Optimization exercise on an open flow, not production practice. RTL: at most simulated, not proved equivalent. Power: default activity.

### run.sh
#!/bin/bash
# synth_recipe.tcl (not shown) runs the flow's synth.tcl, then flattens the netlist and writes it again
# the make line also repeats each setting of config.mk as NAME=value (left out here)
make -C /OpenROAD-flow-scripts/flow DESIGN_CONFIG=/design/flow/config.mk WORK_HOME=/design/flow/orfs CLKGATE_MAP_FILE= SYNTH_SCRIPT=/design/flow/synth_recipe.tcl finish
### config.mk
export PLATFORM = sky130hd
export DESIGN_NAME = MIPS
export DESIGN_NICKNAME = MIPS
export VERILOG_FILES = /design/flow/design.v
export SDC_FILE = /design/flow/constraint.sdc
export NUM_CORES = 4
export LEC_CHECK = 0
export CAP_MARGIN = 20
export CORE_MARGIN = 2
export CORE_UTILIZATION = 40
export SLEW_MARGIN = 20
### constraint.sdc
create_clock -name core_clock -period 9.0 [get_ports {clk}]
set_input_delay 1.8000 -clock core_clock [delete_from_list [all_inputs] [get_ports {clk}]]
set_output_delay 1.8000 -clock core_clock [all_outputs]
set_load 0.01 [all_outputs]
### design.v
`timescale 1ns / 1ps
module Full_Adder( A, B, Cin, Sum, Cout);
	input  A, B, Cin;
	output Sum, Cout;	
	wire w;
	assign w = A ^ B;
	assign Sum = w ^ Cin;
	assign Cout = (A & B) | (w & Cin); 
endmodule
`timescale 1ns / 1ps
module Add( A, B, Cin, Sum, Cout);
	input  [15:0]  A, B;
	input  Cin;
	output [15:0] Sum; 
	output Cout;	
	wire[15:0] tSum, tCin;
	Full_Adder zero    (.A(A[0]), .B(B[0]), .Cin(Cin),     .Sum(tSum[0]), .Cout(tCin[1]));
	Full_Adder first   (.A(A[1]), .B(B[1]), .Cin(tCin[1]), .Sum(tSum[1]), .Cout(tCin[2]));
	Full_Adder second  (.A(A[2]), .B(B[2]), .Cin(tCin[2]), .Sum(tSum[2]), .Cout(tCin[3]));
	Full_Adder third   (.A(A[3]), .B(B[3]), .Cin(tCin[3]), .Sum(tSum[3]), .Cout(tCin[4]));
	Full_Adder fourth  (.A(A[4]), .B(B[4]), .Cin(tCin[4]), .Sum(tSum[4]), .Cout(tCin[5]));
	Full_Adder fifth   (.A(A[5]), .B(B[5]), .Cin(tCin[5]), .Sum(tSum[5]), .Cout(tCin[6]));
	Full_Adder sixth   (.A(A[6]), .B(B[6]), .Cin(tCin[6]), .Sum(tSum[6]), .Cout(tCin[7]));
	Full_Adder seventh (.A(A[7]), .B(B[7]), .Cin(tCin[7]), .Sum(tSum[7]), .Cout(tCin[8]));
	Full_Adder eighth     	(.A(A[8]),  .B(B[8]),  .Cin(tCin[8]),  .Sum(tSum[8]),  .Cout(tCin[9]));
	Full_Adder ninth   	 	(.A(A[9]),  .B(B[9]),  .Cin(tCin[9]),  .Sum(tSum[9]),  .Cout(tCin[10]));
	Full_Adder tenth  	 	(.A(A[10]), .B(B[10]), .Cin(tCin[10]), .Sum(tSum[10]), .Cout(tCin[11]));
	Full_Adder eleventh   	(.A(A[11]), .B(B[11]), .Cin(tCin[11]), .Sum(tSum[11]), .Cout(tCin[12]));
	Full_Adder twelveth   	(.A(A[12]), .B(B[12]), .Cin(tCin[12]), .Sum(tSum[12]), .Cout(tCin[13]));
	Full_Adder thirteenth 	(.A(A[13]), .B(B[13]), .Cin(tCin[13]), .Sum(tSum[13]), .Cout(tCin[14]));
	Full_Adder fourthteenth (.A(A[14]), .B(B[14]), .Cin(tCin[14]), .Sum(tSum[14]), .Cout(tCin[15]));
	Full_Adder fifthteenth  (.A(A[15]), .B(B[15]), .Cin(tCin[15]), .Sum(tSum[15]), .Cout(Cout));
	assign Sum = tSum;
endmodule
`timescale 1ns / 1ps
module two_comp(input [15:0] X, input neg, output reg[15:0] Y);
	always@*
		begin
			if(neg)
				Y <= ~X;
			else
				Y <= X;
		end
endmodule
`timescale 1ns / 1ps
module Add2Com( A, B, Cin, neg, Sum, Cout);
	input  [15:0]  A, B;
	input  Cin;
	input neg;
	output [15:0] Sum; 
	output Cout;	
	wire [15:0] B2C;
	wire	temp;
	two_comp one1( .X(B), .neg(neg),.Y(B2C));	
	Add Add1( .A(A), .B(B2C), .Cin(neg), .Sum(Sum), .Cout(temp));
	assign Cout = temp;
endmodule
`timescale 1ns / 1ps
module AND(input [15:0] X, input [15:0] Y, output [15:0] Z);
	assign Z = X & Y;
endmodule
`timescale 1ns / 1ps
module OR(input [15:0] X, input [15:0] Y, output [15:0] Z);
	assign Z = X | Y;
endmodule
`timescale 1ns / 1ps
module comparator( input X, input Y, output lt, output eq, output gt);	
	and and1(lt, ~X, Y);
	and and2(gt, X, ~Y);
	nor nor1(eq, lt, gt);
endmodule
`timescale 1ns / 1ps
module comparator16bit( input [15:0] X, input [15:0] Y, output lt, output eq, output gt);	
	wire [15:0] ltw,eqw,gtw;
	comparator com0(  .X(X[0]),  .Y(Y[0]),  .lt(ltw[0]),  .eq(eqw[0]),  .gt(gtw[0]));
	comparator com1(  .X(X[1]),  .Y(Y[1]),  .lt(ltw[1]),  .eq(eqw[1]),  .gt(gtw[1]));
	comparator com2(  .X(X[2]),  .Y(Y[2]),  .lt(ltw[2]),  .eq(eqw[2]),  .gt(gtw[2]));	
	comparator com3(  .X(X[3]),  .Y(Y[3]),  .lt(ltw[3]),  .eq(eqw[3]),  .gt(gtw[3]));
	comparator com4(  .X(X[4]),  .Y(Y[4]),  .lt(ltw[4]),  .eq(eqw[4]),  .gt(gtw[4]));
	comparator com5(  .X(X[5]),  .Y(Y[5]),  .lt(ltw[5]),  .eq(eqw[5]),  .gt(gtw[5]));
	comparator com6(  .X(X[6]),  .Y(Y[6]),  .lt(ltw[6]),  .eq(eqw[6]),  .gt(gtw[6]));
	comparator com7(  .X(X[7]),  .Y(Y[7]),  .lt(ltw[7]),  .eq(eqw[7]),  .gt(gtw[7]));
	comparator com8(  .X(X[8]),  .Y(Y[8]),  .lt(ltw[8]),  .eq(eqw[8]),  .gt(gtw[8]));
	comparator com9(  .X(X[9]),  .Y(Y[9]),  .lt(ltw[9]),  .eq(eqw[9]),  .gt(gtw[9]));
	comparator com10( .X(X[10]), .Y(Y[10]), .lt(ltw[10]), .eq(eqw[10]), .gt(gtw[10]));
	comparator com11( .X(X[11]), .Y(Y[11]), .lt(ltw[11]), .eq(eqw[11]), .gt(gtw[11]));
	comparator com12( .X(X[12]), .Y(Y[12]), .lt(ltw[12]), .eq(eqw[12]), .gt(gtw[12]));
	comparator com13( .X(X[13]), .Y(Y[13]), .lt(ltw[13]), .eq(eqw[13]), .gt(gtw[13]));
	comparator com14( .X(X[14]), .Y(Y[14]), .lt(ltw[14]), .eq(eqw[14]), .gt(gtw[14]));
	comparator com15( .X(X[15]), .Y(Y[15]), .lt(ltw[15]), .eq(eqw[15]), .gt(gtw[15]));
	assign eq = eqw[0] & eqw[1] & eqw[2]&eqw[3]&eqw[4]&eqw[5]&eqw[6]&eqw[7]&eqw[8]&eqw[9]&eqw[10]&eqw[11]&eqw[12]&eqw[13]&eqw[14]&eqw[15];
	assign lt = (ltw[15]) | (ltw[14] & eqw[15]) | (ltw[13] & eqw[14] & eqw[15]) | (ltw[12] & eqw[13]& eqw[14]& eqw[15])  | (ltw[11] & eqw[12]& eqw[13]& eqw[14]& eqw[15]) | (ltw[10] &  eqw[11]& eqw[12]& eqw[13]& eqw[14]&eqw[15]) | (ltw[9] & eqw[10]& eqw[11]& eqw[12]& eqw[13]& eqw[14]& eqw[15]) | (ltw[8] & eqw[9]& eqw[10]& eqw[11]& eqw[12]& eqw[13]& eqw[14]& eqw[15]) | (ltw[7]& eqw[8]& eqw[9]& eqw[10]& eqw[11]& eqw[12]& eqw[13]& eqw[14]& eqw[15]) | (ltw[6]& eqw[7]& eqw[8]& eqw[9]& eqw[10]& eqw[11]& eqw[12]& eqw[13]& eqw[14]& eqw[15]) | (ltw[5] & eqw[6]& eqw[7]& eqw[8]& eqw[9]& eqw[10]& eqw[11]& eqw[12]& eqw[13]& eqw[14]& eqw[15]) | (ltw[4] & eqw[5]& eqw[6]& eqw[7]& eqw[8]& eqw[9]& eqw[10]& eqw[11]& eqw[12]& eqw[13]& eqw[14]& eqw[15]) | (ltw[3] & eqw[4]& eqw[5]& eqw[6]& eqw[7]& eqw[8]& eqw[9]& eqw[10]& eqw[11]& eqw[12]& eqw[13]& eqw[14]& eqw[15]) | (ltw[2] &eqw[3]& eqw[4]& eqw[5]& eqw[6]& eqw[7]& eqw[8]& eqw[9]& eqw[10]& eqw[11]& eqw[12]& eqw[13]& eqw[14]& eqw[15]) | (ltw[1] & eqw[2]& eqw[3]& eqw[4]& eqw[5]& eqw[6]& eqw[7]& eqw[8]& eqw[9]& eqw[10]& eqw[11]& eqw[12]& eqw[13]& eqw[14]& eqw[15]) | (ltw[0] & eqw[1] & eqw[2]& eqw[3]& eqw[4]& eqw[5]& eqw[6]& eqw[7]& eqw[8]& eqw[9]& eqw[10]& eqw[11]& eqw[12]& eqw[13]& eqw[14]& eqw[15]);
	assign gt = (gtw[15]) | (gtw[14] & eqw[15]) | (gtw[13] & eqw[14] & eqw[15]) | (gtw[12] & eqw[13]& eqw[14]& eqw[15])  | (gtw[11] & eqw[12]& eqw[13]& eqw[14]& eqw[15]) | (gtw[10] & eqw[11]& eqw[12]& eqw[13]& eqw[14]& eqw[15]) | (gtw[9] & eqw[10]& eqw[11]& eqw[12]& eqw[13]& eqw[14]& eqw[15]) | (gtw[8] & eqw[9]& eqw[10]& eqw[11]& eqw[12]& eqw[13]& eqw[14]& eqw[15]) | (gtw[7]& eqw[8]& eqw[9]& eqw[10]& eqw[11]& eqw[12]& eqw[13]& eqw[14]& eqw[15]) | (gtw[6]& eqw[7]& eqw[8]& eqw[9]& eqw[10]& eqw[11]& eqw[12]& eqw[13]& eqw[14]& eqw[15]) | (gtw[5] & eqw[6]& eqw[7]& eqw[8]& eqw[9]& eqw[10]& eqw[11]& eqw[12]& eqw[13]& eqw[14]& eqw[15]) | (gtw[4] & eqw[5]& eqw[6]& eqw[7]& eqw[8]& eqw[9]& eqw[10]& eqw[11]& eqw[12]& eqw[13]& eqw[14]& eqw[15]) | (gtw[3] & eqw[4]& eqw[5]& eqw[6]& eqw[7]& eqw[8]& eqw[9]& eqw[10]& eqw[11]& eqw[12]& eqw[13]& eqw[14]& eqw[15]) | (gtw[2] & eqw[3]& eqw[4]& eqw[5]& eqw[6]& eqw[7]& eqw[8]& eqw[9]& eqw[10]& eqw[11]& eqw[12]& eqw[13]& eqw[14]& eqw[15]) | (gtw[1] & eqw[2]& eqw[3]& eqw[4]& eqw[5]& eqw[6]& eqw[7]& eqw[8]& eqw[9]& eqw[10]& eqw[11]& eqw[12]& eqw[13]& eqw[14]& eqw[15]) | (gtw[0] & eqw[1] & eqw[2]& eqw[3]& eqw[4]& eqw[5]& eqw[6]& eqw[7]& eqw[8]& eqw[9]& eqw[10]& eqw[11]& eqw[12]& eqw[13]& eqw[14]& eqw[15]);
endmodule
`timescale 1ns / 1ps
module MUX(input select, input[1:0] in, output out);
	wire [1:0] d;
	not not1(nselect, select);
	and and1(d[0], select, in[0]);
	and and2(d[1], nselect, in[1]);
	or or1(out,d[0], d[1]);
endmodule
`timescale 1ns / 1ps
module MUX_16bit(input select, input[15:0] X, input[15:0] Y, output[15:0] Z);
	MUX MUX0 (.select(select), .in({X[0], Y[0]}),  .out(Z[0]));
	MUX MUX1 (.select(select), .in({X[1], Y[1]}),  .out(Z[1]));
	MUX MUX2 (.select(select), .in({X[2], Y[2]}),  .out(Z[2]));
	MUX MUX3 (.select(select), .in({X[3], Y[3]}),  .out(Z[3]));
	MUX MUX4 (.select(select), .in({X[4], Y[4]}),  .out(Z[4]));
	MUX MUX5 (.select(select), .in({X[5], Y[5]}),  .out(Z[5]));
	MUX MUX6 (.select(select), .in({X[6], Y[6]}),  .out(Z[6]));
	MUX MUX7 (.select(select), .in({X[7], Y[7]}),  .out(Z[7]));
	MUX MUX8 (.select(select), .in({X[8], Y[8]}),  .out(Z[8]));
	MUX MUX9 (.select(select), .in({X[9], Y[9]}),  .out(Z[9]));
	MUX MUX10(.select(select), .in({X[10],Y[10]}), .out(Z[10]));
	MUX MUX11(.select(select), .in({X[11],Y[11]}), .out(Z[11]));
	MUX MUX12(.select(select), .in({X[12],Y[12]}), .out(Z[12]));
	MUX MUX13(.select(select), .in({X[13],Y[13]}), .out(Z[13]));
	MUX MUX14(.select(select), .in({X[14],Y[14]}), .out(Z[14]));
	MUX MUX15(.select(select), .in({X[15],Y[15]}), .out(Z[15]));
endmodule
`timescale 1ns / 1ps
module mux16x16x1(select, A,B,C,D,E,F,G,H,I,J,K,L,M,N,O,P, Z);
	input [3:0] select;
	input [15:0] A,B,C,D,E,F,G,H,I,J,K,L,M,N,O,P;
	output [15:0] Z;
	wire [15:0] w1,w2,w3,w4,w5,w6,w7,w8,w9,w10,w11,w12,w13,w14;
	MUX_16bit MUX1(.select(select[0]), .X(A), .Y(B), .Z(w1));
	MUX_16bit MUX2(.select(select[0]), .X(C), .Y(D), .Z(w2));
	MUX_16bit MUX3(.select(select[0]), .X(E), .Y(F), .Z(w3));
	MUX_16bit MUX4(.select(select[0]), .X(G), .Y(H), .Z(w4));
	MUX_16bit MUX5(.select(select[0]), .X(I), .Y(J), .Z(w5));
	MUX_16bit MUX6(.select(select[0]), .X(K), .Y(L), .Z(w6));
	MUX_16bit MUX7(.select(select[0]), .X(M), .Y(N), .Z(w7));
	MUX_16bit MUX8(.select(select[0]), .X(O), .Y(P), .Z(w8));
	MUX_16bit MUX9 (.select(select[1]), .X(w1), .Y(w2), .Z(w9));
	MUX_16bit MUX10(.select(select[1]), .X(w3), .Y(w4), .Z(w10));
	MUX_16bit MUX11(.select(select[1]), .X(w5), .Y(w6), .Z(w11));
	MUX_16bit MUX12(.select(select[1]), .X(w7), .Y(w8), .Z(w12));
	MUX_16bit MUX13(.select(select[2]), .X(w9), .Y(w10), .Z(w13));
	MUX_16bit MUX14(.select(select[2]), .X(w11), .Y(w12), .Z(w14));
	MUX_16bit MUX15(.select(select[3]), .X(w13), .Y(w14), .Z(Z));
endmodule
`timescale 1ns / 1ps
module dff( clk, data, reset, q );
	input clk, data, reset;
	output reg q;
	always@(posedge clk)
	begin
		q <= data;
		if(reset)
			q <= 0;
	end
endmodule
`timescale 1ns / 1ps
module register16bit( clk, reset, D, select, Q);
	input clk, reset, select;
	input  [15:0] D;
	output [15:0] Q;
	wire 	 [15:0] Z;
	MUX_16bit MUX1( .select(select), .X(Q), .Y(D), .Z(Z) );
	dff d0 ( .clk(clk), .reset(reset), .data(Z[0]),  .q(Q[0]) );
	dff d1 ( .clk(clk), .reset(reset), .data(Z[1]),  .q(Q[1]) );
	dff d2 ( .clk(clk), .reset(reset), .data(Z[2]),  .q(Q[2]) );
	dff d3 ( .clk(clk), .reset(reset), .data(Z[3]),  .q(Q[3]) );
	dff d4 ( .clk(clk), .reset(reset), .data(Z[4]),  .q(Q[4]) );
	dff d5 ( .clk(clk), .reset(reset), .data(Z[5]),  .q(Q[5]) );
	dff d6 ( .clk(clk), .reset(reset), .data(Z[6]),  .q(Q[6]) );
	dff d7 ( .clk(clk), .reset(reset), .data(Z[7]),  .q(Q[7]) );
	dff d8 ( .clk(clk), .reset(reset), .data(Z[8]),  .q(Q[8]) );	
	dff d9 ( .clk(clk), .reset(reset), .data(Z[9]),  .q(Q[9]) );
	dff d10( .clk(clk), .reset(reset), .data(Z[10]), .q(Q[10]) );	
	dff d11( .clk(clk), .reset(reset), .data(Z[11]), .q(Q[11]) );	
	dff d12( .clk(clk), .reset(reset), .data(Z[12]), .q(Q[12]) );	
	dff d13( .clk(clk), .reset(reset), .data(Z[13]), .q(Q[13]) );
	dff d14( .clk(clk), .reset(reset), .data(Z[14]), .q(Q[14]) );	
	dff d15( .clk(clk), .reset(reset), .data(Z[15]), .q(Q[15]) );
endmodule
`timescale 1ns / 1ps
module Decoder4t16(
    input E,
    input [3:0] S,
    output [15:0] D
    );
	assign D = (E) ? (1 << S) : 16'b0 ;
endmodule
`timescale 1ns / 1ps
module reg_file( A, B, C, Aaddr, Baddr, Caddr, load, clear, clk, r1, r2, r3 );
	input  load, clk, clear;
	input  [15:0] C;
	input  [3:0] Aaddr, Baddr, Caddr;
	output [15:0] A, B, r1,r2,r3;
	wire [15:0] regOut1,regOut2,regOut3,regOut4,regOut5,regOut6,regOut7,regOut8,regOut9,regOut10,regOut11,regOut12,regOut13,regOut14,regOut15,regOut16;
	wire [15:0] slt;
	Decoder4t16 dec(.E(load), .S(Caddr), .D(slt));
	register16bit reg1 ( .clk(clk), .reset(clear), .D(C), .select(slt[0]),  .Q(regOut1 ));
	register16bit reg2 ( .clk(clk), .reset(clear), .D(C), .select(slt[1]),  .Q(regOut2 ));
	register16bit reg3 ( .clk(clk), .reset(clear), .D(C), .select(slt[2]),  .Q(regOut3 ));
	register16bit reg4 ( .clk(clk), .reset(clear), .D(C), .select(slt[3]),  .Q(regOut4 ));
	register16bit reg5 ( .clk(clk), .reset(clear), .D(C), .select(slt[4]),  .Q(regOut5 ));
	register16bit reg6 ( .clk(clk), .reset(clear), .D(C), .select(slt[5]),  .Q(regOut6 ));
	register16bit reg7 ( .clk(clk), .reset(clear), .D(C), .select(slt[6]),  .Q(regOut7 ));
	register16bit reg8 ( .clk(clk), .reset(clear), .D(C), .select(slt[7]),  .Q(regOut8 ));
	register16bit reg9 ( .clk(clk), .reset(clear), .D(C), .select(slt[8]),  .Q(regOut9 ));
	register16bit reg10( .clk(clk), .reset(clear), .D(C), .select(slt[9]),  .Q(regOut10));
	register16bit reg11( .clk(clk), .reset(clear), .D(C), .select(slt[10]), .Q(regOut11));
	register16bit reg12( .clk(clk), .reset(clear), .D(C), .select(slt[11]), .Q(regOut12));
	register16bit reg13( .clk(clk), .reset(clear), .D(C), .select(slt[12]), .Q(regOut13));
	register16bit reg14( .clk(clk), .reset(clear), .D(C), .select(slt[13]), .Q(regOut14));
	register16bit reg15( .clk(clk), .reset(clear), .D(C), .select(slt[14]), .Q(regOut15));
	register16bit reg16( .clk(clk), .reset(clear), .D(C), .select(slt[15]), .Q(regOut16));
	mux16x16x1 muxA(.select(Aaddr), .A(regOut1),.B(regOut2),.C(regOut3),.D(regOut4),.E(regOut5),.F(regOut6),.G(regOut7),.H(regOut8),.I(regOut9),.J(regOut10),.K(regOut11),.L(regOut12),.M(regOut13),.N(regOut14),.O(regOut15),.P(regOut16), .Z(A));
	mux16x16x1 muxB(.select(Baddr), .A(regOut1),.B(regOut2),.C(regOut3),.D(regOut4),.E(regOut5),.F(regOut6),.G(regOut7),.H(regOut8),.I(regOut9),.J(regOut10),.K(regOut11),.L(regOut12),.M(regOut13),.N(regOut14),.O(regOut15),.P(regOut16), .Z(B));
	assign r1 = regOut2;
	assign r2 = regOut3;
	assign r3 = regOut4;
endmodule
`timescale 1ns / 1ps
module ControlUnit(
	input [3:0] controlop,
	output reg [2:0] ALUop,
	output reg jump, regdest, Regwrite, ALUsrc, branch, memread, memwrite, memtoreg
	);
	always @ (controlop)
	begin
	case (controlop)
			0:  
			begin
				ALUop = 2;
				jump = 0;
				regdest = 1;
				Regwrite = 1;
				ALUsrc = 0;
				branch=0;
				memread=0;
				memwrite=0;
				memtoreg=0;
			end
			1:  
			begin
				ALUop=3;
				jump=0;
				regdest=1;
				Regwrite=1;
				ALUsrc=0;
				branch=0;
				memread=0;
				memwrite=0;
				memtoreg=0;
			end
	2:  
			begin
				ALUop=0;
				jump=0;
				regdest=1;
				Regwrite=1;
				ALUsrc=0;
				branch=0;
				memread=0;
				memwrite=0;
				memtoreg=0;
			end
	3:  
			begin
				ALUop=0;
				jump=0;
				regdest=0;
				Regwrite=1;
				ALUsrc=1;
				branch=0;
				memread=0;
				memwrite=0;
				memtoreg=0;
			end
			6:  
			begin
				ALUop=1;
				jump=0;
				regdest=1;
				Regwrite=1;
				ALUsrc=0;
				branch=0;
				memread=0;
				memwrite=0;
				memtoreg=0;
			end
			7:  
			begin
				ALUop=4;
				jump=0;
				regdest=1;
				Regwrite=1;
				ALUsrc=0;
				branch=0;
				memread=0;
				memwrite=0;
				memtoreg=0;
			end
			8:  
			begin
				ALUop=0;
				jump=0;
				regdest=0;
				Regwrite=1;
				ALUsrc=1;
				branch=0;
				memread=1;
				memwrite=0;
				memtoreg=1;
			end
			10:  
			begin
				ALUop=0;
				jump=0;
				regdest=0;
				Regwrite=0;
				ALUsrc=1;
				branch=0;
				memread=0;
				memwrite=1;
				memtoreg=1;
			end
			14:  
			begin
				ALUop=5;
				jump=0;
				regdest=0;
				Regwrite=0;
				ALUsrc=0;
				branch=1;
				memread=0;
				memwrite=0;
				memtoreg=0;
			end
		  15:  
			begin
				ALUop=0;
				jump=1;
				regdest=0;
				Regwrite=0;
				ALUsrc=1;
				branch=0;
				memread=0;
				memwrite=0;
				memtoreg=0;
			end
			default:
			begin
				ALUop=0;
				jump=0;
				regdest=0;
				Regwrite=0;
				ALUsrc=0;
				branch=0;
				memread=0;
				memwrite=0;
				memtoreg=0;
			end
		  endcase
	end
endmodule
`timescale 1ns / 1ps
module alu(clk,X, Y, out, Cin, Cout, lt, eq, gt, V, opcod);
	input  [15:0] X, Y;
	input  [2:0] opcod;
	input  Cin,clk;
	output [15:0] out;
	output Cout, lt, eq, gt, V;
	wire [16:0] add, sub, andL, orL;
	reg [16:0] temp;
	Add2Com add1( .A(X), .B(Y), .Cin(Cin), .neg(1'b0), .Sum(add[15:0]), .Cout(add[16]));
	Add2Com sub1(.A(X), .B(Y), .Cin(1'b1), .neg(1'b1), .Sum(sub[15:0]), .Cout(sub[16]));
	OR or1(.X(X), .Y(Y), .Z(orL));
	AND and1(.X(X), .Y(Y), .Z(andL));
	comparator16bit com1( .X(X), .Y(Y), .lt(lt), .eq(eq), .gt(gt));	
	always @(*)
	begin
		case(opcod)
			0: temp = add;
			1: temp = sub;
			2: temp = andL;
			3: temp = orL;
			4: begin
				if(lt)
					temp = 1;
				else 
					temp = 0;
				end
			5: temp = 0;
			default: temp = 8;
		endcase
	end
	assign out  = temp[15:0];
	assign Cout = temp[16];
endmodule
`timescale 1ns / 1ps
module Data_Memory( clk, clear, MemWrite, MemRead, Address, WriteData, ReadData );
	input  clk, clear, MemWrite, MemRead;
	input  [15:0] WriteData;
	input  [15:0] Address;
	output reg[15:0] ReadData;
	reg[15:0]d_mm[0:15];
	always@(posedge clk)
	begin
		if(clear) begin
			d_mm[0]  <= 16'h0001;
			d_mm[1]  <= 16'h0004;
			d_mm[2]  <= 16'h0006;
			d_mm[3]  <= 16'h0004;
			d_mm[4]  <= 16'h0005;
			d_mm[5]  <= 16'h0006;
			d_mm[6]  <= 16'h0001;
			d_mm[7]  <= 16'h0001;
			d_mm[8]  <= 16'h0001;
			d_mm[9]  <= 16'h0001;
			d_mm[10] <= 16'h0001;
			d_mm[11] <= 16'h0001;
			d_mm[12] <= 16'h0001;
			d_mm[13] <= 16'h0001;
			d_mm[14] <= 16'h0001;
			d_mm[15] <= 16'h0001;
		end
		else if(MemWrite)
			d_mm[Address[3:0]] <= WriteData;
	end
	always@(*)
		ReadData = d_mm[Address[3:0]];
endmodule
`timescale 1ns / 1ps
module MIPS(
	 input clk, clear,
	 input [15:0] instr,
	 output reg [3:0] PC,
	 output[15:0] R1, R2, R3
	 );
	 wire[2:0] ALUop;
	 wire RegWrite, ALUsrc, RegDst, MemtoReg, MemWrite, MemRead, Branch, Jump,lt,eq,gt,Cout;
	 wire[15:0] instruction, Zw, Rw, Zwrite,out, memOut,A,B;
	 always@(posedge clk)
	 begin
		if(clear)
			PC <= 0;
		else if(Jump == 1'b1)
			PC <= instruction[3:0];
		else if(Branch == 1'b1 && eq == 1'b0)
			PC <= instruction[3:0];
		else
			PC <= PC + 1;
	 end
	 assign instruction = instr;
	 ControlUnit CU1(.controlop(instruction[15:12]), .ALUop(ALUop),.jump(Jump), .regdest(RegDst), .Regwrite(RegWrite), .ALUsrc(ALUsrc), .branch(Branch), .memread(MemRead), .memwrite(MemWrite), .memtoreg(MemtoReg));
	 MUX_16bit muxtop1(.select(RegDst), .X({12'b0,instruction[7:4]}), .Y({12'b0,instruction[3:0]}), .Z(Zwrite));
	 reg_file reg1( .A(A), .B(B), .C(memOut), .Aaddr(instruction[11:8]), .Baddr(instruction[7:4]), .Caddr(Zwrite[3:0]), .load(RegWrite), .clear(clear), .clk(clk), .r1(R1), .r2(R2), .r3(R3) );
	 MUX_16bit muxtop2(.select(ALUsrc), .X(B), .Y({12'b0,instruction[3:0]}), .Z(Zw));
	 alu alu1(.clk(clk), .X(A), .Y(Zw), .out(out), .Cin(1'b0), .Cout(Cout), .lt(lt), .eq(eq), .gt(gt), .V(), .opcod(ALUop));
	 Data_Memory DM1( .clk(clk), .clear(clear), .MemWrite(MemWrite), .MemRead(MemRead), .Address(out), .WriteData(B), .ReadData(Rw));
	 MUX_16bit muxtop3(.select(MemtoReg), .X(out), .Y(Rw), .Z(memOut));
endmodule
==> impl_metrics.toml, run 1 <==
[clocking]
hold_buffers = 0
cts.clk_slew.worst_paths_ns = 0.06
insertion_delay_ns = 0.64
clk_path_buf_depth = 3
htree_levels = 2
cts_root_buffer = "clkbuf_16"
cts_tree = "done"
cts.sinks = 516
cts_made_buffers = 55

[global_route]
grt_pass1_wl_um = 130600
grt_usage = 0.2442
gr-total-overflow = 0
grt_pass1_vias = 20408
met1_usage = 0.3371
grt_max_degree = 165
met3_usage = 0.05462
antenna_found_initial = 0
gr-usage-met2 = 0.3780
top_usage_layer = "met2"

[yosys]
synth_cells = 2625
synth-edff-count = 256
synth-seq-area-share = 0.4693
synth_top_area_share = 0.2798
synthFlopType = "dfxtp_1"
yosys.area.top_type = "edfxtp_1"
synth_seq_cells = 516
ys_types = 66
async_flop_share = 0
synth.cells.most_frequent = "nand2_1, nor2_1, o21ai_0"
syn_nets = 2735
syn_area_per_cell_sq_um = 10.47
synthTopCellsByArea = "edfxtp_1, dfxtp_1, mux4_2"
synth_area_sq_um = 27470
yosysWarnings = 9
yosysMostFrequentCell = "nand2_1"

[critical_path]
slowest_stage = "fa_2"
path_class = "in -> reg"
cp_max_fo = 8
cp_data_arrival_time_ns = 9.32
crit_top_cell = "fa_2"
crit_family = "adder cells"
worst_setup_path_end_kind = "register"
cp-start-kind = "input port"
max_stage_delay_ns = 0.53
worstPathRequired_ns = 9.50
crit_buf_inv = 3

[floorplanning]
rows = 96
io_pins = 70
core_sq_um = 68350
die_w_um = 266.1
fp.dieArea_sq_um = 70800
initial_core_util = 0.4020
fp.dieH_um = 266.1

[sta]
rsz0062_at_grt = "true"
finalCritPeriodShare = 0.9796
relSlewSlack = 0.3145
min_period_ns = 8.816
report.final.slew_viol_count = 0
clock.fmax_mhz = 113.4
finClkSkew_ns = 0.04187
hold_viol = 0
setup_viol = 0
tightest_slew_ns = 1.021
holdWs_ns = 0.4993

[cells_and_area]
antenna_cells = 0
multi_input_area_sq_um = 13220
final_cells = 3533
nFillCells = 6244
regArea_sq_um = 12890
nets = 2720
syn_to_final_growth_pct = 12.95
final_util = 0.4540
layout-drive-gt1-share = 0.1762

[pwr]
peakVddDrop_v = 0.0001632
static-leakage-power_nw = 10.80
powerDensity_nw_per_um2 = 177.3

[drt]
wl_per_cell_um = 24.84
num_vias = 21227
routed_wl_um = 87770
dr.pass1.iters = 6
drc_errors = 0
avgViaCountPerCell = 6.008
drt_iter0_drc = 2673
antenna_left = 0

[hold_path]
hold_path.class = "reg -> reg"

[outcome]
status = "no timing/DRC/antenna violations"

[placed_design]
place_congestion = 0.9162
dp.cells = 3430
numPortBuffers = 69
dp_hpwl_um = 57720

[job]
drv_cap = 0
-- where the power goes --
part | switching (mW) | leakage [nW] | internal (mW) | total (mW)
registers | 0.0250 | 4.66 | 2.52 | 2.54
clock network | 0.976 | 0.843 | 1.24 | 2.22
logic | 0.494 | 5.30 | 0.246 | 0.740
-- routing by layer --
metal	share of wire	wire length [um]
met1	0.42	36700
met2	0.45	39460
met3	0.096	8458
met4	0.036	3145
met5	0	0
-- layout by cell type, fill, tap and decap left out, types with 6 or more instances in the layout --
master             n
a21oi_1           74
a311oi_1           8
and3_1            12
buf_12             8
buf_4            132
clkbuf_1          17
clkbuf_16         58
clkdlybuf4s50_1   59
clkinv_1           9
clkinv_2           6
dfxtp_1          260
edfxtp_1         256
fa_2              27
ha_1              62
inv_1             37
mux2i_1           45
mux4_2           146
nand2_1          285
nand2b_1          19
nand3_1           80
nand3b_1         259
nand4_1           25
nor2_1           281
o21a_1            10
o21ai_0          262
o21ai_1           25
o21ai_2           28
o22ai_1           28
or2_2             13
or3_1             12
-- cells by family (layout without fill, tap and decap cells) --
kind of cell | Yosys count | in the layout | synth area share
AND/OR/NAND/NOR | 1009 | 1009 | 0.1867
flip-flops | 516 | 516 | 0.4693
AO/OA/AOI/OAI | 486 | 486 | 0.1006
buffers and inverters | 328 | 354 | 0.05684
multiplexers | 191 | 191 | 0.1361
adder cells (fa/ha/maj) | 92 | 92 | 0.04955
XOR/XNOR | 3 | 3 | 0.0009565
-- stage by stage --
stage          TNS (ns)  total power, mW  worst slack [ns]  area, sq um
2_1_floorplan    -5.807            3.050           -0.3770        27800
3_3_place_gp     -15.42            3.298           -0.5766        29130
3_5_place_dp     -19.48            3.309           -0.7140        29130
4_1_cts               0            5.504           0.01302        30860
5_1_grt        -0.02225            5.659         -0.006642        31030
6_report              0            5.502            0.1839        31030
-- layout make-up --
type | instances | area share
repair buffers | 211 | 0.06185
clock inverters | 20 | 0.006129
inverters | 45 | 0.005524
multi-input cells | 1781 | 0.4260
flip-flops and latches | 516 | 0.4155
well taps | 882 | 0.03556
clock buffers | 78 | 0.04943
-- worst register-to-register path, delay by kind of cell, from the launching register on --
kind	cells	cell delay, ns
muxes	1	0.47
buffers and inverters	2	0.24
adders and majority gates	15	5.42
and+or+nand+nor	5	0.63
AOI/OAI and AO/OA	5	0.61
DFF	1	0.35
-- path summary, 6_finish.rpt --
kind         startpoint       end  slack (ns)  cells after the start
min reg2reg    register  register        0.50                      2
min            register  register        0.50                      2
max            instr[4]  register        0.18                     29
max reg2reg    register  register        1.12                     28
-- what timing repair did --
item | CTS | global route
cloned | 0 | 2
setup buffers | 0 | 3
gates resized for setup | 2 | 29
setup endpoints to repair | 16 | 31
endpoints found under the hold margin | 0 | 0
pin swaps | 1 | 8
==> run 2: changes to the inputs <==
--- a/design.v
+++ b/design.v
@@ -430,29 +430,81 @@
 module MIPS(
-	 input clk, clear,
-	 input [15:0] instr,
-	 output reg [3:0] PC,
-	 output[15:0] R1, R2, R3
-	 );
-	 wire[2:0] ALUop;
-	 wire RegWrite, ALUsrc, RegDst, MemtoReg, MemWrite, MemRead, Branch, Jump,lt,eq,gt,Cout;
-	 wire[15:0] instruction, Zw, Rw, Zwrite,out, memOut,A,B;
-	 always@(posedge clk)
-	 begin
-		if(clear)
-			PC <= 0;
-		else if(Jump == 1'b1)
-			PC <= instruction[3:0];
-		else if(Branch == 1'b1 && eq == 1'b0)
-			PC <= instruction[3:0];
+	input clk, clear,
+	input [15:0] instr,
+	output reg [3:0] PC,
+	output [15:0] R1, R2, R3
+	);
+	wire [3:0] op  = instr[15:12];
+	wire [3:0] rs  = instr[11:8];
+	wire [3:0] rt  = instr[7:4];
+	wire [3:0] rd  = instr[3:0];
+	wire [3:0] imm = instr[3:0];
+	wire [15:0] rq [0:15];    
+	wire [15:0] mq [0:15];    
+	wire [15:0] A = rq[rs];
+	wire [15:0] B = rq[rt];
+	wire [3:0] maddr = A[3:0] + imm;
+	wire [15:0] mrd = mq[maddr];
+	wire is_addi = (op == 4'd3);
+	wire is_lw   = (op == 4'd8);
+	wire is_sw   = (op == 4'd10);
+	wire is_bne  = (op == 4'd14);
+	wire is_j    = (op == 4'd15);
+	wire rwe = (op == 4'd0) | (op == 4'd1) | (op == 4'd2) | is_addi |
+	           (op == 4'd6) | (op == 4'd7) | is_lw;
+	wire [3:0] waddr = (is_addi | is_lw) ? rt : rd;
+	wire [15:0] sum  = A + (is_addi ? {12'b0, imm} : B);
+	wire [16:0] diff = {1'b0, A} - {1'b0, B};
+	wire lt = diff[16];
+	reg [15:0] res;
+	always @(*) begin
+		case (op)
+			4'd0: res = A & B;
+			4'd1: res = A | B;
+			4'd6: res = diff[15:0];
+			4'd7: res = {15'b0, lt};
+			4'd8: res = mrd;
+			default: res = sum;
+		endcase
+	end
+	wire [15:0] wd = clear ? 16'b0 : res;
+	wire [15:0] dz = B & {16{~clear}};
+	wire [15:0] d1 = B | {16{clear}};
+	function [15:0] dinit(input integer w);
+		case (w)
+			0: dinit = 16'h0001;
+			1: dinit = 16'h0004;
+			2: dinit = 16'h0006;
+			3: dinit = 16'h0004;
+			4: dinit = 16'h0005;
+			5: dinit = 16'h0006;
+			default: dinit = 16'h0001;
+		endcase
+	endfunction
+	genvar i;
+	generate
+		for (i = 0; i < 16; i = i + 1) begin : g
+			reg [15:0] r;
+			reg [15:0] m;
+			always @(posedge clk)
+				if (clear || (rwe && waddr == i))
+					r <= wd;
+			always @(posedge clk)
+				if (clear || (is_sw && maddr == i))
+					m <= (dinit(i) & d1) | (~dinit(i) & dz);
+			assign rq[i] = r;
+			assign mq[i] = m;
+		end
+	endgenerate
+	wire taken = is_j | (is_bne & (A != B));
+	always @(posedge clk) begin
+		if (clear)
+			PC <= 4'd0;
+		else if (taken)
+			PC <= instr[3:0];
 		else
-			PC <= PC + 1;
-	 end
-	 assign instruction = instr;
-	 ControlUnit CU1(.controlop(instruction[15:12]), .ALUop(ALUop),.jump(Jump), .regdest(RegDst), .Regwrite(RegWrite), .ALUsrc(ALUsrc), .branch(Branch), .memread(MemRead), .memwrite(MemWrite), .memtoreg(MemtoReg));
-	 MUX_16bit muxtop1(.select(RegDst), .X({12'b0,instruction[7:4]}), .Y({12'b0,instruction[3:0]}), .Z(Zwrite));
-	 reg_file reg1( .A(A), .B(B), .C(memOut), .Aaddr(instruction[11:8]), .Baddr(instruction[7:4]), .Caddr(Zwrite[3:0]), .load(RegWrite), .clear(clear), .clk(clk), .r1(R1), .r2(R2), .r3(R3) );
-	 MUX_16bit muxtop2(.select(ALUsrc), .X(B), .Y({12'b0,instruction[3:0]}), .Z(Zw));
-	 alu alu1(.clk(clk), .X(A), .Y(Zw), .out(out), .Cin(1'b0), .Cout(Cout), .lt(lt), .eq(eq), .gt(gt), .V(), .opcod(ALUop));
-	 Data_Memory DM1( .clk(clk), .clear(clear), .MemWrite(MemWrite), .MemRead(MemRead), .Address(out), .WriteData(B), .ReadData(Rw));
-	 MUX_16bit muxtop3(.select(MemtoReg), .X(out), .Y(Rw), .Z(memOut));
+			PC <= PC + 4'd1;
+	end
+	assign R1 = rq[1];
+	assign R2 = rq[2];
+	assign R3 = rq[3];
 endmodule
--- a/config.mk
+++ b/config.mk
@@ -9,3 +9,4 @@
 export CORE_MARGIN = 2
-export CORE_UTILIZATION = 40
+export CORE_UTILIZATION = 65
+export SETUP_SLACK_MARGIN = 3
 export SLEW_MARGIN = 20
==> impl_metrics.toml, run 2 <==
[clocking]
cts_made_buffers = 52
cts_tree = "done"
insertion_delay_ns = 0.62
cts.clk_slew.worst_paths_ns = 0.06
clk_path_buf_depth = 3
hold_buffers = 0
htree_levels = 2
cts_root_buffer = "clkbuf_16"
cts.sinks = 516

[sta]
tightest_slew_ns = 1.151
relSlewSlack = 0.2311
setup_tns_ns = 0
clock.fmax_mhz = 166.5
report.final.slew_viol_count = 0
rsz0062_at_grt = "true"
holdWs_ns = 0.6180
finClkSkew_ns = 0.02788
min_period_ns = 6.008
finalCritPeriodShare = 0.6675
hold_viol = 0
setup_viol = 0
setup_ws_ns = 2.992

[drt]
drc_errors = 0
avgViaCountPerCell = 7.692
drt_iter0_drc = 3435
dr.pass1.iters = 9
wl_per_cell_um = 33.46
antenna_left = 0
routed_wl_um = 81010
num_vias = 18622

[hold_path]
hold_path.class = "reg -> reg"

[floorplanning]
fp.dieArea_sq_um = 37910
core_sq_um = 35660
io_pins = 70
fp.dieH_um = 194.7
rows = 69
initial_core_util = 0.6631
die_w_um = 194.7

[yosys]
yosysWarnings = 1
synth_mux_area_frac = 0.005398
synth_seq_cells = 516
yosysMostFrequentCell = "edfxtp_1"
synthTopCellsByArea = "edfxtp_1, a22oi_1, ha_1"
synth-xor-area-share = 0.01434
synth-edff-count = 512
synth_cells = 1786
synth_top_family_by_area = "compound AO/OA/AOI/OAI gates"
synth_area_sq_um = 23640
async_flop_share = 0
ys_types = 73
synth-simple-area-share = 0.08303
synth-seq-area-share = 0.6537
syn_area_per_cell_sq_um = 13.24
yosys.area.top_type = "edfxtp_1"
syn_nets = 1875
synth_compound_area_frac = 0.1791
synth.cells.most_frequent = "edfxtp_1, a22oi_1, nand2_1"
synth_top_area_share = 0.6503
synthAdderAreaFrac = 0.03853
synthFlopType = "edfxtp_1"

[cells_and_area]
syn_to_final_growth_pct = 17.53
antenna_cells = 0
layout-drive-gt1-share = 0.1587
layout_commonest_cell = "edfxtp_1"
top_regs = "g.m x256, g.r x256, PC x4"
final_cell_mix = "edfxtp_1, a22oi_1, nand2_1"
nets = 2006
stdcell_area_sq_um = 27790

[critical_path]
cp-start-kind = "input port"
crit_start = "instr[8]"
cp_max_fo = 10
r2r_slack_ns = 4.21
cp_data_arrival_time_ns = 6.35
worstReg2RegEnd = "g[14].r[0]"
worst_setup_path_end_kind = "register"
worstPathRequired_ns = 9.34
critPathCapture = "g[15].r[13]"
reg2reg_depth = 15
reg2reg_from = "g[12].r[3]"
path_class = "in -> reg"

[placed_design]
placedInstanceArea_sq_um = 25140
dpl_worst_slack_ns = 1.166
numPortBuffers = 69
place_congestion = 1.011
dp_hpwl_um = 48900

[pwr]
peakVddDrop_v = 0.0002938
p_total_mw = 7.650
powerDensity_nw_per_um2 = 275.3
static-leakage-power_nw = 9.971

[global_route]
grt_usage = 0.4236
gr-total-overflow = 0
grt_pass1_wl_um = 116600
grt_pass1_vias = 17757
grt_max_degree = 38
antenna_found_initial = 1

[outcome]
status = "no timing/DRC/antenna violations"

[job]
drv_cap = 0
[run 2: cell types whose count changed in the layout (fill, tap and decap cells not counted), moves of 29 or more]
cell      previous run  this run
buf_4              132        82
mux2i_1             45         9
edfxtp_1           256       512
nand3b_1           259        10
dfxtp_1            260         4
nor2_1             281        89
a22oi_1              0       239
a221oi_1             3        36
mux4_2             146         0
o21ai_0            262        32
a22o_1               0        29
nand2_1            285        98
[run 2: metal layers]
layer  vias to the layer above  wire length [um]  share of wire  GRT usage
met2                      1931             34230           0.42     0.5968
met4                         0              4280          0.053     0.1903
met1                      8859             29020           0.36     0.6150
met3                       390             13480           0.17     0.1246
met5                         -                 0              0          0
li1                       7442                 -              -          -
[run 2: layout make-up]
cell class              instances  area, sq um
repair buffers                176         1672
multi-input cells            1114         8164
clock buffers                  62         1360
well taps                     461        576.8
flip-flops and latches        516        15450
clock inverters                35        346.6
inverters                      57        214.0
fillers                      2079         7868
[run 2: kinds of logic (layout without fill, tap and decap cells)]
family	after synthesis	count (layout)
xor gates and xnor gates	37	37
buffers and inverters	156	330
adders and majority gates	71	71
muxes	12	12
DFF	516	516
AOI/OAI and AO/OA	579	579
and+or+nand+nor	415	415
[run 2: what timing repair did]
item / 4_1_cts / 5_1_grt
gates cloned: 0 / 1
endpoints found under the setup margin: 512 / 336
setup buffers: 11 / 31
pin swaps: 10 / 20
gates resized for setup: 100 / 75
[run 2: worst min-delay path by stage]
stage / slack, ns / start / depth (start not counted) / to
global placement: 0.60 / PC[0] / 2 / PC[0]
finish: 0.62 / PC[0] / 2 / PC[0]
floorplan: 0.63 / PC[0] / 2 / PC[0]
CTS: 0.62 / PC[0] / 2 / PC[0]
global route: 0.68 / PC[0] / 2 / PC[0]
detailed placement: 0.60 / PC[0] / 2 / PC[0]
[run 2: stage by stage]
step           utilization  instances
3_5_place_dp        0.7051       2279
4_1_cts             0.7641       2387
2_1_floorplan            -       1786
6_report            0.7793       2421
3_3_place_gp        0.7049       2279
5_1_grt             0.7793       2421
[run 2: where the power goes]
part           internal [mW]  leakage (nW)  total (mW)  switching [mW]
clock network           1.26         0.831        2.19           0.935
logic                  0.734          3.88        2.06            1.32
registers               3.18          5.26        3.40           0.222
[run 2: worst max-delay path, stage by stage]
cell and delay (ns):
clkbuf_4 0.20, nand2b_4 0.20, nor2_2 0.10, a22o_1 0.24, a221oi_1 0.25, nand3_1 0.19
o22a_2 0.30, inv_1 0.17, fa_2 0.53, buf_4 0.18, and2_2 0.26, and3_4 0.22
a2111oi_4 0.33, nand3_2 0.15, mux2i_1 0.18, o31ai_1 0.08, a211o_1 0.31, a311oi_2 0.28
a211oi_2 0.13, buf_2 0.24
==> run 3: changes to the inputs <==
--- a/config.mk
+++ b/config.mk
@@ -10,3 +10,3 @@
 export CORE_UTILIZATION = 65
-export SETUP_SLACK_MARGIN = 3
+export SETUP_SLACK_MARGIN = 4.2
 export SLEW_MARGIN = 20
==> impl_metrics.toml, run 3 <==
[yosys]
synth_top_area_share = 0.6503
synth_compound_area_frac = 0.1791
synth_area_sq_um = 23640
synth_top_family_by_area = "compound AO/OA/AOI/OAI gates"
yosysMostFrequentCell = "edfxtp_1"
synthAdderAreaFrac = 0.03853
ys_types = 73
synth-seq-area-share = 0.6537
synth_cells = 1786
yosysWarnings = 1
yosys.area.top_type = "edfxtp_1"
synth-simple-area-share = 0.08303
async_flop_share = 0
synth-edff-count = 512
synth_seq_cells = 516
syn_nets = 1875
synthFlopType = "edfxtp_1"
synth_mux_area_frac = 0.005398
synth.cells.most_frequent = "edfxtp_1, a22oi_1, nand2_1"
synth-xor-area-share = 0.01434
syn_area_per_cell_sq_um = 13.24
synthTopCellsByArea = "edfxtp_1, a22oi_1, ha_1"

[placed_design]
dpl_worst_slack_ns = 1.009
placedInstanceArea_sq_um = 25610
numPortBuffers = 69
dp.cells = 2287
place_congestion = 0.9680
dp_hpwl_um = 49720

[pwr]
p_total_mw = 8.520
powerDensity_nw_per_um2 = 275.5
peakVddDrop_v = 0.0002417
static-leakage-power_nw = 11.23

[critical_path]
worst_setup_path_end_kind = "register"
crit_start = "instr[9]"
cp-start-kind = "input port"
path_class = "in -> reg"
reg2reg_depth = 19
worstReg2RegEnd = "g[0].r[13]"
critPathCapture = "g[2].r[15]"
worstPathRequired_ns = 9.45
r2r_slack_ns = 4.18
cp_data_arrival_time_ns = 6.46
reg2reg_from = "g[1].r[0]"
cp_max_fo = 16

[global_route]
grt_usage = 0.4747
top_usage_layer = "met2"
grt_max_degree = 38
antenna_found_initial = 1
grt_pass1_vias = 19545
met1_usage = 0.6345
met3_usage = 0.1888
gr-usage-met2 = 0.6685
grt_pass1_wl_um = 129600
gr-total-overflow = 0

[clocking]
clk_path_buf_depth = 3
hold_buffers = 0
cts_made_buffers = 51
cts.clk_slew.worst_paths_ns = 0.06
insertion_delay_ns = 0.62
cts_root_buffer = "clkbuf_16"
cts.sinks = 516
cts_tree = "done"
htree_levels = 2

[cells_and_area]
layout-drive-gt1-share = 0.2895
final_cells = 2585
layout_commonest_cell = "edfxtp_1"
syn_to_final_growth_pct = 30.81
antenna_cells = 0
top_regs = "g.m x256, g.r x256, PC x4"
stdcell_area_sq_um = 30930
final_cell_mix = "edfxtp_1, a22oi_1, buf_4"
final_util = 0.8674
nets = 2172

[drt]
avgViaCountPerCell = 8.160
wl_per_cell_um = 37.47
routed_wl_um = 96860
antenna_left = 0
drt_iter0_drc = 4840
drc_errors = 0
dr.pass1.iters = 13
num_vias = 21093

[sta]
clock.fmax_mhz = 166.4
setup_viol = 0
setup_ws_ns = 2.989
min_period_ns = 6.011
rsz0062_at_grt = "true"
report.final.slew_viol_count = 0
finClkSkew_ns = 0.02627
hold_viol = 0
relSlewSlack = 0.1660
setup_tns_ns = 0
holdWs_ns = 0.6582
finalCritPeriodShare = 0.6679
tightest_slew_ns = 1.238

[job]
drv_cap = 0

[floorplanning]
die_w_um = 194.7
fp.dieH_um = 194.7
rows = 69
fp.dieArea_sq_um = 37910
io_pins = 70
core_sq_um = 35660
initial_core_util = 0.6631

[outcome]
status = "no timing/DRC/antenna violations"

[hold_path]
hold_path.class = "reg -> reg"
## run 3: cell counts after synthesis
No cell type changed its count.
## run 3: kinds of logic after synthesis
| family | count (synthesis) |
|---|---|
| xor+xnor | 37 |
| buf+inv | 156 |
| simple gates | 415 |
| compound gates | 579 |
| mux | 12 |
| fa+ha+maj | 71 |
| flops | 516 |
## run 3: worst max-delay path, cell delays in order
cell and delay [ns]:
buf_12 0.12, or2_4 0.31, nor2_4 0.29, a22oi_1 0.12, nand3_1 0.14, o22a_4 0.18
ha_4 0.15, inv_2 0.04, fa_2 0.68, buf_4 0.19, nor2b_1 0.57, a22oi_1 0.23
o211ai_1 0.48, buf_4 0.21, nand2_1 0.06, nor2_1 0.15, nor4_2 0.08, o41a_1 0.15
a221oi_4 0.30, buf_12 0.19
## run 3: area by class of cell
cell class	count	area, sq um
Timing Repair Buffer	332	3528
Inverter	57	219.0
Multi-Input combinational cell	1125	9474
Clock buffer	60	1331
Tap cell	461	576.8
Fill cell	1530	4728
Sequential cell	516	15450
Clock inverter	34	342.8
## run 3: worst min-delay path by stage
stage,from,endpoint,cells after the start
after floorplan,PC[0],PC[0],2
after global placement,PC[0],PC[0],2
after detailed placement,PC[0],PC[0],2
after CTS,PC[0],PC[0],2
after global routing,PC[0],PC[0],2
final,PC[0],PC[0],2
## run 3: per-layer routing
layer	share of wire	vias to the layer above
li1	-	7803
met1	0.32	9787
met2	0.40	2660
met3	0.19	839
met4	0.090	4
met5	0.00039	-
## run 3: where the power goes
group / internal [mW] / switching (mW)
Combinational: 1.18 / 1.74
Sequential: 3.18 / 0.245
Clock: 1.23 / 0.944
## run 3: timing repair
action / 4_1_cts / 5_1_grt
endpoints found under the setup margin: 660 / 522
buffers inserted: 147 / 33
cloned: 14 / 9
pin swaps: 90 / 67
gates resized for setup: 327 / 77
==> run 4: changes to the inputs <==
--- a/config.mk
+++ b/config.mk
@@ -9,4 +9,3 @@
 export CORE_MARGIN = 2
-export CORE_UTILIZATION = 65
-export SETUP_SLACK_MARGIN = 4.2
+export CORE_UTILIZATION = 40
 export SLEW_MARGIN = 20
==> impl_metrics.toml, run 4 <==
[sta]
clock.fmax_mhz = 130.0
tightest_slew_ns = 1.220
rsz0062_at_grt = "false"
hold_viol = 0
report.final.slew_viol_count = 0
relSlewSlack = 0.1825
finClkSkew_ns = 0.04184
min_period_ns = 7.692
setup_viol = 0
finalCritPeriodShare = 0.8547
setup_tns_ns = 0

[critical_path]
path_class = "in -> reg"
reg2reg_depth = 17
worstPathRequired_ns = 9.44
slowest_stage = "nor3_2"
cp_cell_sequence = "clkdlybuf4s50_1, nand2b_1, nor3_2, a22oi_1, nand3_1, o22a_1, inv_1, o21ai_0, ha_1, a211oi_1, o21ai_0, o211ai_1, a211oi_1, a2111oi_0, o21bai_1, a21oi_1, xnor2_1, a221oi_2, buf_4"
worst_setup_path_end_kind = "register"
max_stage_delay_ns = 0.97
cp-start-kind = "input port"
cp_data_arrival_time_ns = 8.13
cp_max_fo = 16

[cells_and_area]
layout-drive-gt1-share = 0.1056
syn_to_final_growth_pct = 15.95
final_cell_mix = "edfxtp_1, a22oi_1, nand2_1"
stdcell_area_sq_um = 27410
layout_commonest_cell = "edfxtp_1"
nets = 1987
top_regs = "g.m x256, g.r x256, PC x4"
antenna_cells = 0

[floorplanning]
die_w_um = 247.1
rows = 89
initial_core_util = 0.4029
fp.dieH_um = 247.1
fp.dieArea_sq_um = 61070
core_sq_um = 58690
io_pins = 70

[drt]
avgViaCountPerCell = 6.550
antenna_left = 0
routed_wl_um = 83780
wl_per_cell_um = 30.87
dr.pass1.iters = 8
drc_errors = 0
drt_iter0_drc = 2682
num_vias = 17777

[yosys]
synth_compound_area_frac = 0.1791
synth-edff-count = 512
synth_mux_area_frac = 0.005398
syn_area_per_cell_sq_um = 13.24
synth_seq_cells = 516
synth-seq-area-share = 0.6537
yosysMostFrequentCell = "edfxtp_1"
synthFlopType = "edfxtp_1"
yosysWarnings = 1
synth-xor-area-share = 0.01434
synth_top_area_share = 0.6503
synth.cells.most_frequent = "edfxtp_1, a22oi_1, nand2_1"
synthAdderAreaFrac = 0.03853
synthTopCellsByArea = "edfxtp_1, a22oi_1, ha_1"
synth_cells = 1786
synth_area_sq_um = 23640
synth_top_family_by_area = "compound AO/OA/AOI/OAI gates"
ys_types = 73
async_flop_share = 0
syn_nets = 1875
synth-simple-area-share = 0.08303
yosys.area.top_type = "edfxtp_1"

[job]
drv_cap = 0

[clocking]
post_cts_resized = 0
cts_tree = "done"
cts_root_buffer = "clkbuf_16"
cts.clk_slew.worst_paths_ns = 0.06
insertion_delay_ns = 0.63
hold_buffers = 0
cts_made_buffers = 52
clk_path_buf_depth = 3
htree_levels = 2
cts.sinks = 516
cts_setup_buffers = 0

[pwr]
powerDensity_nw_per_um2 = 274.8
clkPwrFrac = 0.293
p_total_mw = 7.532
pwr-share-comb = 0.255
switching_share = 0.3237
pwr-share-seq = 0.451
switchingPower_mw = 2.438
internal-power_mw = 5.094
peakVddDrop_v = 0.0001892
static-leakage-power_nw = 9.693

[placed_design]
placedInstanceArea_sq_um = 25650
dp_hpwl_um = 53660
numPortBuffers = 69
place_congestion = 0.9701

[global_route]
grt_pass1_vias = 16918
gr-total-overflow = 0
grt_usage = 0.2699
grt_pass1_wl_um = 118100
antenna_found_initial = 0
grt_max_degree = 38

[hold_path]
hold_path.class = "reg -> reg"
min_path_cells = 2

[outcome]
status = "no timing/DRC/antenna violations"
## run 4: cell counts after synthesis
Identical to the previous run, type by type.
## run 4: layout make-up
class	instances	area [sq um]
sequential	516	15450
timing repair buffer	157	1371
clock buffer	68	1403
multi-input combinational	1114	7682
fill	5133	31270
clock inverter	29	320.3
inverter	57	214.0
tap	773	967.2
## run 4: worst max-delay path: cells and delay by family
family          cells  cell delay [ns]
xor+xnor            1             0.14
simple gates        3             1.37
buf+inv             3             1.18
compound gates     11             3.30
fa+ha+maj           1             0.31
## run 4: through the flow
stage / instances / setup WS (ns) / hold WS, ns / utilization
final: 2714 / 1.308 / 0.6521 / 0.4671
after global routing: 2714 / 1.085 / 0.6804 / 0.4671
after detailed placement: 2616 / 0.9510 / 0.6271 / 0.4370
after CTS: 2713 / 1.538 / 0.6536 / 0.4664
after floorplan: 1786 / 2.483 / 0.6325 / -
after global placement: 2615 / 0.9569 / 0.6187 / 0.4366
## run 4: layer usage
layer / track usage / up-vias / wire length, um
met4: 0.1134 / 2 / 3846
met3: 0.06935 / 283 / 10120
met1: 0.3632 / 8767 / 32600
met5: 0.01552 / - / 127
li1: - / 7395 / -
met2: 0.4130 / 1330 / 37080
## run 4: cell families (layout without fill, tap and decap cells)
family / Yosys count / in the layout
compound gates: 579 / 579
xor+xnor: 37 / 37
fa+ha+maj: 71 / 71
buf+inv: 156 / 311
flops: 516 / 516
mux: 12 / 12
simple gates: 415 / 415
## run 4: power by group through the flow
stage | registers, mW | clock network, mW | logic, mW
2_1_floorplan | 3.36 | 0 | 1.11
3_3_place_gp | 3.43 | 0 | 1.86
3_5_place_dp | 3.43 | 0 | 1.87
4_1_cts | 3.39 | 2.22 | 1.88
5_1_grt | 3.42 | 2.31 | 2.04
6_report | 3.40 | 2.21 | 1.92
## run 4: final timing paths
path | startpoint | to | slack [ns]
setup reg to reg | g[1].r[1] | g[10].r[15] | 3.76
hold reg to reg | PC[0] | PC[0] | 0.65
setup / recovery | instr[6] | g[10].r[15] | 1.31
hold / removal | PC[0] | PC[0] | 0.65
==> run 5: changes to the inputs <==
--- a/design.v
+++ b/design.v
@@ -429,2 +429,38 @@
 `timescale 1ns / 1ps
+module aoi222(input a0, a1, b0, b1, c0, c1, output y);
+	assign y = ~((a0 & a1) | (b0 & b1) | (c0 & c1));
+endmodule
+module nand2m(input a, b, output y);
+	assign y = ~(a & b);
+endmodule
+module and3m(input a, b, c, output y);
+	assign y = a & b & c;
+endmodule
+module nand4m(input a, b, c, d, output y);
+	assign y = ~(a & b & c & d);
+endmodule
+module mux16oh(input [15:0] d, input [15:0] s, output y);
+	wire [4:0] t;
+	wire t15, x;
+	aoi222 u0(d[0],  s[0],  d[1],  s[1],  d[2],  s[2],  t[0]);
+	aoi222 u1(d[3],  s[3],  d[4],  s[4],  d[5],  s[5],  t[1]);
+	aoi222 u2(d[6],  s[6],  d[7],  s[7],  d[8],  s[8],  t[2]);
+	aoi222 u3(d[9],  s[9],  d[10], s[10], d[11], s[11], t[3]);
+	aoi222 u4(d[12], s[12], d[13], s[13], d[14], s[14], t[4]);
+	nand2m u5(d[15], s[15], t15);
+	and3m  v0(t[0], t[1], t[2], x);
+	nand4m v1(x, t[3], t[4], t15, y);
+endmodule
+module rdport(input [255:0] q, input [15:0] s, output [15:0] y);
+	genvar b, w;
+	generate
+		for (b = 0; b < 16; b = b + 1) begin : bit_
+			wire [15:0] col;
+			for (w = 0; w < 16; w = w + 1) begin : w_
+				assign col[w] = q[16*w + b];
+			end
+			mux16oh m(.d(col), .s(s), .y(y[b]));
+		end
+	endgenerate
+endmodule
 module MIPS(
@@ -440,9 +476,24 @@
 	wire [3:0] imm = instr[3:0];
-	wire [15:0] rq [0:15];    
-	wire [15:0] mq [0:15];    
-	wire [15:0] A = rq[rs];
-	wire [15:0] B = rq[rt];
-	wire [3:0] maddr = A[3:0] + imm;
-	wire [15:0] mrd = mq[maddr];
+	wire [255:0] rq;    
+	wire [255:0] mq;    
+	wire [15:0] sA, sB, sM;
+	wire [15:0] A, B, mrd;
+	genvar i;
+	generate
+		for (i = 0; i < 16; i = i + 1) begin : dec
+			assign sA[i] = (rs == i);
+			assign sB[i] = (rt == i);
+			wire [3:0] tgt = i - imm;
+			assign sM[i] = (A[3:0] == tgt);
+		end
+	endgenerate
+	rdport pa(.q(rq), .s(sA), .y(A));
+	rdport pb(.q(rq), .s(sB), .y(B));
+	rdport pm(.q(mq), .s(sM), .y(mrd));
+	wire is_and  = (op == 4'd0);
+	wire is_or   = (op == 4'd1);
+	wire is_add  = (op == 4'd2);
 	wire is_addi = (op == 4'd3);
+	wire is_sub  = (op == 4'd6);
+	wire is_slt  = (op == 4'd7);
 	wire is_lw   = (op == 4'd8);
@@ -451,21 +502,35 @@
 	wire is_j    = (op == 4'd15);
-	wire rwe = (op == 4'd0) | (op == 4'd1) | (op == 4'd2) | is_addi |
-	           (op == 4'd6) | (op == 4'd7) | is_lw;
+	wire rwe = is_and | is_or | is_add | is_addi | is_sub | is_slt | is_lw;
 	wire [3:0] waddr = (is_addi | is_lw) ? rt : rd;
-	wire [15:0] sum  = A + (is_addi ? {12'b0, imm} : B);
-	wire [16:0] diff = {1'b0, A} - {1'b0, B};
-	wire lt = diff[16];
-	reg [15:0] res;
-	always @(*) begin
-		case (op)
-			4'd0: res = A & B;
-			4'd1: res = A | B;
-			4'd6: res = diff[15:0];
-			4'd7: res = {15'b0, lt};
-			4'd8: res = mrd;
-			default: res = sum;
-		endcase
-	end
-	wire [15:0] wd = clear ? 16'b0 : res;
-	wire [15:0] dz = B & {16{~clear}};
+	wire sub = op[2];
+	wire [15:0] Y = (is_addi ? {12'b0, imm} : B) ^ {16{sub}};
+	wire [15:0] g0 = A & Y;
+	wire [15:0] p0 = A ^ Y;
+	wire [15:0] G [0:4];
+	wire [15:0] P [0:4];
+	assign G[0] = g0 | {15'b0, p0[0] & sub};
+	assign P[0] = p0;
+	genvar l, k;
+	generate
+		for (l = 0; l < 4; l = l + 1) begin : lv
+			for (k = 0; k < 16; k = k + 1) begin : b
+				if (k >= (1 << l)) begin
+					assign G[l+1][k] = G[l][k] | (P[l][k] & G[l][k - (1 << l)]);
+					assign P[l+1][k] = P[l][k] & P[l][k - (1 << l)];
+				end else begin
+					assign G[l+1][k] = G[l][k];
+					assign P[l+1][k] = P[l][k];
+				end
+			end
+		end
+	endgenerate
+	wire [15:0] s = p0 ^ {G[4][14:0], sub};
+	wire lt = ~G[4][15];    
+	wire nc = ~clear;
+	wire [15:0] wd = ({16{is_and & nc}} & (A & B))
+	               | ({16{is_or  & nc}} & (A | B))
+	               | ({16{(is_add | is_addi | is_sub) & nc}} & s)
+	               | ({16{is_slt & nc}} & {15'b0, lt})
+	               | ({16{is_lw  & nc}} & mrd);
+	wire [15:0] dz = B & {16{nc}};
 	wire [15:0] d1 = B | {16{clear}};
@@ -482,3 +547,2 @@
 	endfunction
-	genvar i;
 	generate
@@ -491,6 +555,6 @@
 			always @(posedge clk)
-				if (clear || (is_sw && maddr == i))
+				if (clear || (is_sw && sM[i]))
 					m <= (dinit(i) & d1) | (~dinit(i) & dz);
-			assign rq[i] = r;
-			assign mq[i] = m;
+			assign rq[16*i +: 16] = r;
+			assign mq[16*i +: 16] = m;
 		end
@@ -506,5 +570,5 @@
 	end
-	assign R1 = rq[1];
-	assign R2 = rq[2];
-	assign R3 = rq[3];
+	assign R1 = rq[31:16];
+	assign R2 = rq[47:32];
+	assign R3 = rq[63:48];
 endmodule
--- a/config.mk
+++ b/config.mk
@@ -9,3 +9,7 @@
 export CORE_MARGIN = 2
-export CORE_UTILIZATION = 40
+export CORE_UTILIZATION = 65
+export CTS_BUF_LIST = sky130_fd_sc_hd__clkbuf_4
+export SETUP_SLACK_MARGIN = 4
 export SLEW_MARGIN = 20
+export SYNTH_HIERARCHICAL = 1
+export SYNTH_MINIMUM_KEEP_SIZE = 0
==> impl_metrics.toml, run 5 <==
[clocking]
cts.sinks = 516
cts_made_buffers = 117
cts_tree = "done"
cts.clk_slew.worst_paths_ns = 0.07
clk_path_buf_depth = 3
hold_buffers = 0
cts_root_buffer = "clkbuf_4"
insertion_delay_ns = 0.83
htree_levels = 3

[critical_path]
worst_setup_path_end_kind = "register"
cp_cell_sequence = "buf_12, nand2b_4, nor2_4, buf_4, a222oi_1, and3_1, nand4_1, xnor2_1, nor2_1, ha_4, a21o_1, a21o_1, a21oi_2, o211ai_4, a221oi_2, xor2_1, o21ai_4, clkbuf_16"
crit_top_cell = "a21o_1"
cp_data_arrival_time_ns = 5.66
crit_family = "compound AO/OA/AOI/OAI gates"
cp_max_fo = 13
path_class = "in -> reg"
max_stage_delay_ns = 0.44
worstPathRequired_ns = 9.56
crit_buf_inv = 3
cp-start-kind = "input port"
slowest_stage = "a222oi_1"

[sta]
setup_ws_ns = 3.900
relSlewSlack = 0.2816
finalCritPeriodShare = 0.5667
finClkSkew_ns = 0.05927
setup_tns_ns = 0
setup_viol = 0
hold_viol = 0
rsz0062_at_grt = "true"
holdWs_ns = 0.5352
clock.fmax_mhz = 196.1
tightest_slew_ns = 1.077
report.final.slew_viol_count = 0
min_period_ns = 5.100

[yosys]
syn_nets = 1506
synth_cells = 1429
synth_top_area_share = 0.6985
synthTopCellsByArea = "edfxtp_1, a222oi_1, ha_1"
synth-seq-area-share = 0.7021
synth-edff-count = 512
synth_top_family_by_area = "compound AO/OA/AOI/OAI gates"
synth_mux_area_frac = 0.005968
syn_area_per_cell_sq_um = 15.40
yosysWarnings = 7
synth-simple-area-share = 0.07890
synth_seq_cells = 516
synth_compound_area_frac = 0.1469
yosysMostFrequentCell = "edfxtp_1"
async_flop_share = 0
synth-xor-area-share = 0.01870
synthAdderAreaFrac = 0.03388
synth_area_sq_um = 22010
ys_types = 44
synthFlopType = "edfxtp_1"
synth.cells.most_frequent = "edfxtp_1, a222oi_1, nor2_1"

[cells_and_area]
top_regs = "g.m x256, g.r x256, PC x4"
syn_to_final_growth_pct = 20.87
layout_commonest_cell = "edfxtp_1"
final_cell_mix = "edfxtp_1, a222oi_1, clkbuf_4"
nFillCells = 1872
nets = 1778
stdcell_area_sq_um = 26610
layout-drive-gt1-share = 0.2454

[drt]
drt_iter0_drc = 2681
antenna_left = 0
dr.pass1.iters = 9
num_vias = 15760
drc_errors = 0
routed_wl_um = 60580
avgViaCountPerCell = 7.029
wl_per_cell_um = 27.02

[floorplanning]
fp.dieH_um = 188.0
rows = 67
fp.dieArea_sq_um = 35350
core_sq_um = 33450
io_pins = 70
die_w_um = 188.0
initial_core_util = 0.6581

[placed_design]
dpl_worst_slack_ns = 1.577
place_congestion = 0.9486
dp_hpwl_um = 38340
numPortBuffers = 69
placedInstanceArea_sq_um = 23800

[pwr]
switching_share = 0.2804
pwr-share-seq = 0.506
internal-power_mw = 4.370
powerDensity_nw_per_um2 = 228.2
clkPwrFrac = 0.308
pwr-share-comb = 0.186
peakVddDrop_v = 0.0001612
switchingPower_mw = 1.703
p_total_mw = 6.073
static-leakage-power_nw = 9.563

[global_route]
antenna_found_initial = 1
grt_pass1_vias = 15511
gr-total-overflow = 0
grt_max_degree = 59
grt_pass1_wl_um = 89070
grt_usage = 0.3342

[outcome]
status = "no timing/DRC/antenna violations"

[hold_path]
hold_path.class = "reg -> reg"

[job]
drv_cap = 0
-- run 5: path summary, 6_finish.rpt --
kind                  to  cells past startpoint  slack [ns]  startpoint
max          g[12].r[15]                     18        3.90    instr[4]
min                PC[0]                      1        0.54       PC[0]
max reg2reg  g[12].r[15]                     17        4.86   g[3].r[2]
min reg2reg        PC[0]                      1        0.54       PC[0]
-- run 5: metrics by stage --
step | utilization | instances
after floorplan | - | 1429
after global placement | 0.7117 | 1948
after detailed placement | 0.7117 | 1948
after CTS | 0.7774 | 2199
after global routing | 0.7955 | 2242
final | 0.7955 | 2242
-- run 5: repair_timing --
item | 4_1_cts | 5_1_grt
endpoints found under the setup margin | 388 | 260
buffers inserted | 39 | 38
resized for setup | 103 | 59
pin swaps | 31 | 51
gates cloned | 1 | 4
-- run 5: worst register-to-register path: stages, from the launching register on --
cell       delay (ns)
edfxtp_1         0.45
a222oi_1         0.36
and3_1           0.27
nand4_1          0.23
inv_2            0.14
nor2_2           0.04
a211oi_2         0.19
a21oi_1          0.07
ha_1             0.38
a21oi_2          0.15
o21ai_2          0.09
o41ai_4          0.28
buf_4            0.20
o211ai_4         0.10
a221oi_2         0.31
xor2_1           0.28
o21ai_4          0.14
clkbuf_16        0.21
-- run 5: cells by family after synthesis --
group / count (synthesis)
compound gates: 363
simple gates: 353
flops: 516
buf+inv: 78
xor+xnor: 47
fa+ha+maj: 59
mux: 13
-- run 5: cell type report --
cell class                      count  area, sq um  share of cell area
Tap cell                          448        560.5             0.02107
Multi-Input combinational cell    839         7171              0.2695
Antenna cell                        1        2.502          0.00009405
Inverter                           49        183.9            0.006913
Clock inverter                     30        206.4            0.007759
Clock buffer                      181         1359             0.05107
Timing Repair Buffer              178         1669             0.06273
Sequential cell                   516        15450              0.5809
-- run 5: layer usage --
layer  GRT usage  wire length [um]  share of wire  vias to the layer above
met4      0.1342              2010          0.033                        0
met3     0.06682              5804          0.096                      159
met1      0.4257             22020           0.36                     7698
li1            -                 -              -                     6834
met5           0                 0              0                        -
met2      0.5681             30750           0.51                     1069
-- run 5: per-module statistics from Yosys (local to each module, per instance), excerpt --
module	cells inside	cell area, sq um
aoi222	1	10.01
nand2m	1	3.754
nand4m	1	6.256
MIPS	1045	18830
and3m	1	6.256
-- run 5: power groups by stage --
stage	combinational [mW]	sequential, mW	clock [mW]
after floorplan	0.609	3.09	0
after global placement	0.921	3.11	0
after detailed placement	0.941	3.12	0
after CTS	1.02	3.07	1.90
after global routing	1.20	3.09	2.02
final	1.13	3.07	1.87
